From an optimization exercise on the open Yosys and OpenROAD flow, aimed at small area and a short achievable clock period; shortcuts taken in it are not production practice.
No run shown here included a check of the RTL's function; only the layout flow was run.

## flow/design.v (module list and top-level ports; edited modules follow where they fit)
// module ALU: 1947 lines
// module c_hipre: 13 lines
// module c_f0: 5 lines
// module c_f1: 5 lines
// module c_f2: 5 lines
// module c_f3: 5 lines
// module c_f4: 5 lines
// module c_f5: 5 lines
// module c_f6: 5 lines
// module c_f7: 5 lines
// module c_f8: 5 lines
// module c_f9: 5 lines
// module c_f10: 5 lines
// module c_f11: 5 lines
// module c_f12: 5 lines
// module c_f13: 5 lines
// module c_f14: 5 lines
// module c_f15: 5 lines
// module c_f16: 5 lines
// module c_f17: 5 lines
// module c_f18: 5 lines
// module c_f19: 5 lines
// module c_f20: 5 lines
// module c_f21: 5 lines
// module c_f22: 5 lines
// module c_f23: 5 lines
module ALU(X, B, R, y, valid_in, clk);
  // ...
==> flow/flow/run.sh <==
#!/bin/bash
# The standard layout, with every input and output port buffered by a
# plain buffer (buf_2) instead of the default delay-cell buffer; the
# resizer may then size these buffers like any other.
set -euo pipefail
cd "$(dirname "$0")/.."
export BUFFER_PORTS_ARGS="-buffer_cell sky130_fd_sc_hd__buf_2"
bash standard.sh > flow_standard.log 2>&1
==> flow/standard.sh <==
#!/bin/bash
# synth_recipe.tcl (not shown) runs the flow's synth.tcl, then flattens the netlist and writes it again
# the make line also repeats each setting of config.mk as NAME=value (left out here)
make -C /OpenROAD-flow-scripts/flow DESIGN_CONFIG=/design/flow/config.mk WORK_HOME=/design/flow/orfs CLKGATE_MAP_FILE= SYNTH_SCRIPT=/design/flow/synth_recipe.tcl "${@:-finish}"
==> flow/config.mk <==
export PLATFORM = sky130hd
export DESIGN_NAME = ALU
export DESIGN_NICKNAME = ALU
export VERILOG_FILES = /design/flow/design.v
export SDC_FILE = /design/flow/constraint.sdc
export NUM_CORES = 4
export LEC_CHECK = 0
export CAP_MARGIN = 20
export CORE_MARGIN = 2
export CORE_UTILIZATION = 40
export SETUP_SLACK_MARGIN = 3.5
export SLEW_MARGIN = 20
export SYNTH_HIERARCHICAL = 1
export SYNTH_MINIMUM_KEEP_SIZE = 0
==> flow/constraint.sdc <==
create_clock -name core_clock -period 10.0 [get_ports {clk}]
set_input_delay 2.0000 -clock core_clock [delete_from_list [all_inputs] [get_ports {clk}]]
set_output_delay 2.0000 -clock core_clock [all_outputs]
set_load 0.01 [all_outputs]
==> flow_summary.json, run 1 <==
{
  "synthMuxAreaShare": 0.00730,
  "status": "complete, no violations",
  "post_synth.cell_area_avg_sq_um": 8.85,
  "highest_layer": "met4",
  "maxSlewViolCount": 0,
  "hold_viol": 0,
  "h-tree-depth": 2,
  "worstPathArrival_ps": 7410,
  "cts_setup_buffers": 80,
  "fin_util": 0.551,
  "buffers": 188,
  "wl_met3_microns": 2200,
  "cts_buffer_depth": 2,
  "synth_edf_count": 0,
  "largest_reg_flops": 39,
  "clock_latency_ps": 310,
  "regMostFlops": "y",
  "m1WireLength_microns": 12800,
  "nFillCells": 2075,
  "fin_worst_skew_ps": 10.4,
  "fin_ws_ps": 2780,
  "via_per_inst": 5.51,
  "clk_root_buffer_cell": "clkbuf_16",
  "die_area_sq_mm": 0.0252,
  "finalCriticalPeriod_ps": 7220,
  "cp-endpoint": "y[36]",
  "multi_input_area_share": 0.748,
  "place_congestion": 0.867,
  "pre_cts_slack_ps": 1530,
  "seq_share": 0.0602,
  "pin_count": 74,
  "yosys.area_share.adder": 0.301,
  "finalSetupTns_ps": 0,
  "hold_slack_ps": 655,
  "yosys.area_share.simple": 0.187,
  "r2r-start": "y[0]",
  "antenna_left": 0,
  "nClkBuffers": 6
}
==> run 2, diff against run 1 <==
--- a/flow/config.mk
+++ b/flow/config.mk
@@ -8,7 +8,7 @@
 export CAP_MARGIN = 20
 export CORE_MARGIN = 2
 export CORE_UTILIZATION = 40
-export SETUP_SLACK_MARGIN = 3.5
+export SETUP_SLACK_MARGIN = 3
 export SLEW_MARGIN = 20
 export SYNTH_HIERARCHICAL = 1
 export SYNTH_MINIMUM_KEEP_SIZE = 0
==> flow_summary.json, run 2 <==
{
  "portBuffers": 73,
  "antenna_found_initial": 0,
  "antennaDiodeCount": 0,
  "routedWlPerCell_microns": 18.9,
  "die_h_microns": 159,
  "die_w_microns": 159,
  "synth_warnings": 7,
  "via_per_inst": 5.53,
  "wl_met2_microns": 14700,
  "drc": 0,
  "antenna_left": 0,
  "worstMarginPinSlew_ps": 938,
  "status": "complete, no violations",
  "drtIter0Drc": 889,
  "pre_cts_slack_ps": 1580,
  "final_common_cell": "xnor2_1",
  "clock_latency_ps": 310,
  "synth.area.top_cells": "fa_1 30%, xnor2_1 17%, dfxtp_1 8.1%, o22ai_1 8.0%, a21oi_2 6.0%",
  "hpwlAfterDp_microns": 19200,
  "grt_pass1_wl_microns": 48300,
  "synth_top_area_frac": 0.298,
  "hold_path.class": "flip-flop to flip-flop",
  "required_ps": 10240,
  "setup_viol": 0,
  "ys_seq_elements": 39,
  "h-tree-depth": 2,
  "r2r_slack_ps": 7380,
  "reg_top3": "y: 39 flops",
  "post_synth.cell_area_avg_sq_um": 8.85,
  "highest_layer": "met4",
  "finalSetupTns_ps": 0,
  "place_inst": 1477,
  "synth_edf_count": 0,
  "yosysMostFrequentCell": "xnor2_1",
  "slew_headroom": 0.375,
  "finalCriticalPeriod_ps": 7140,
  "hp-start": "y[0]",
  "cts_tree": "done",
  "postSynthCellCount": 1084,
  "whs_endpoint": "y[0]",
  "finalCritPeriodShare": 0.714,
  "rr_worst_depth": 12,
  "place_congestion": 0.869,
  "cp_max_fo": 7,
  "ys.flop_type": "dfxtp_1",
  "core_sq_mm": 0.0235,
  "die_area_sq_mm": 0.0252,
  "num_vias": 8973,
  "cts_buffer_depth": 2,
  "worstPathArrival_ps": 7380,
  "synthArstFlopShare": 0,
  "start_kind": "primary input",
  "cp-end-kind": "flip-flop",
  "row_count": 56,
  "synthesis.nets": 1264,
  "synthTopCellsByCount": "184 x xnor2_1, 143 x fa_1, 122 x o22ai_1, 120 x nand2_1, 104 x nor2_1",
  "grt_pass1_vias": 9136,
  "r2r-end": "y[32]",
  "yosysTopAreaCell": "fa_1",
  "crit_type": "primary input to flip-flop",
  "drive_above_1_share": 0.369,
  "fin_worst_skew_ps": 9.43,
  "syn_area_sq_mm": 0.00960,
  "wl_met3_microns": 2330,
  "start_util": 0.408,
  "rsz0062_at_grt": "true",
  "grt-ovfl-total": 0,
  "fin_ws_ps": 2860,
  "grt_usage": 0.238,
  "r2r-start": "y[0]",
  "m1WireLength_microns": 12300,
  "drv_cap": 0,
  "dr.pass1.iters": 9,
  "fmax_mhz": 140,
  "final_cell_mix": "161 x xnor2_1, 111 x fa_1, 107 x nand2_1, 107 x buf_4, 95 x o22ai_1",
  "regMostFlops": "y",
  "totalWireLength_microns": 30700,
  "synth_cell_types": 40,
  "clk_root_buffer_cell": "clkbuf_16",
  "grt_max_degree": 33,
  "hold_depth": 3,
  "fin_cells": 1624,
  "cts_buffers": 5,
  "maxSlewViolCount": 0,
  "largest_reg_flops": 39,
  "clkTransAtPathRegs_ps": 70,
  "clock-sinks": 39,
  "hold_viol": 0,
  "area_growth_pct": 35.1,
  "layout.nets": 1484,
  "synth-seq-area-share": 0.0813,
  "pin_count": 74,
  "fin_util": 0.551,
  "hold_buffers": 0
}
run 2: worst max-delay path by stage:
stage	start	to	slack (ps)	depth (start not counted)
finish	R	y[25]	2860	23
global route	R	y[25]	2670	23
CTS	R	y[36]	2980	25
detailed placement	R	y[37]	1580	22
global placement	R	y[32]	1620	18
floorplan	R	y[36]	2970	23
run 2: logic make-up after synthesis:
logic type	Yosys count	share of synthesized area
buf+inv	61	0.0245
simple gates	347	0.187
xor+xnor	233	0.213
fa+ha+maj	145	0.301
compound gates	252	0.187
flops	39	0.0813
mux	7	0.00730
run 2: layer usage:
| metal | GRT usage | up-vias |
|---|---|---|
| met5 | 0 | - |
| li1 | - | 4119 |
| met3 | 0.0462 | 121 |
| met2 | 0.391 | 426 |
| met1 | 0.308 | 4307 |
| met4 | 0.0967 | 0 |
run 2: critical path, stage by stage:
cell and delay [ps]:
buf_16 120, and3b_4 360, nor3b_4 240, a21oi_4 80
buf_12 140, buf_16 130, o22ai_1 220, xnor2_1 200
fa_1 500, fa_2 380, fa_2 540, fa_1 450
buf_4 160, fa_1 540, nand2_2 120, a21oi_4 180
o21ai_1 140, a21oi_4 260, buf_4 180, inv_1 40
a21oi_2 100, a21boi_2 170, xnor2_1 120
run 2: final cells by class:
cell class | instances | area (sq um)
fill | 2096 | 10600
multi-input combinational | 993 | 9660
timing repair buffer | 208 | 1720
sequential | 39 | 781
tap | 319 | 399
inverter | 57 | 218
clock buffer | 5 | 125
clock inverter | 3 | 67.6
run 2: metrics by stage:
step	hold slack (ps)	area (sq um)
after detailed placement	636	10700
after global placement	643	10700
after floorplan	652	9890
after global routing	732	13000
final	662	13000
after CTS	662	12400
run 2: per-module statistics from Yosys, one instance, submodules excluded, a selection:
module  times used  cells
c_f8             7      3
c_f17           12      1
c_f21            3      1
c_f22            2      2
c_f15            9      2
c_f20            8      1
c_f23            7      1
c_f1            16      1
c_f5           176      1
c_f14           51      1
c_f7             8      1
c_f12           32      1
c_f10           15      1
c_f18           24      1
c_f19           19      1
c_f2            29      1
run 2: repair_timing:
item | 4_1_cts | 5_1_grt
gates resized for setup | 102 | 73
pin swaps | 91 | 63
setup buffers | 93 | 33
gates cloned | 13 | 0
setup endpoints to repair | 25 | 23

==> what the ideal ports hide <==
The flow's constraints put no driver on any port. The routed layouts listed below were extracted and timed again, unchanged, in two steps.
Step 1: set_driving_cell puts a clkbuf_16 on clk and a buf_2 on each other input, an assumption about the parent block.
Step 2, shift: input delay + t, output delay - t, t = (earliest + latest rising clock arrival at the registers) / 2. This alone moves slack from input paths to output paths.
a / b / c = ideal / step 1 / step 2; a / b = the first two.
| run | shift t [ns] | setup WS [ns] | worst setup path after step 2 | latest minus earliest clock arrival (ns) | cell pins on the clock port's net |
|---|---|---|---|---|---|
| run 1 | 0.351 | 2.779 / 2.661 / 2.310 | input to register | 0.010 / 0.010 | 1 |
| run 2 | 0.354 | 2.865 / 2.639 / 2.285 | input to register | 0.010 / 0.010 | 1 |
After both steps every run listed still meets setup and hold. For run 2, which loses most, drivers alone change the setup slack by -0.226 ns; drivers and shift together by -0.580 ns.
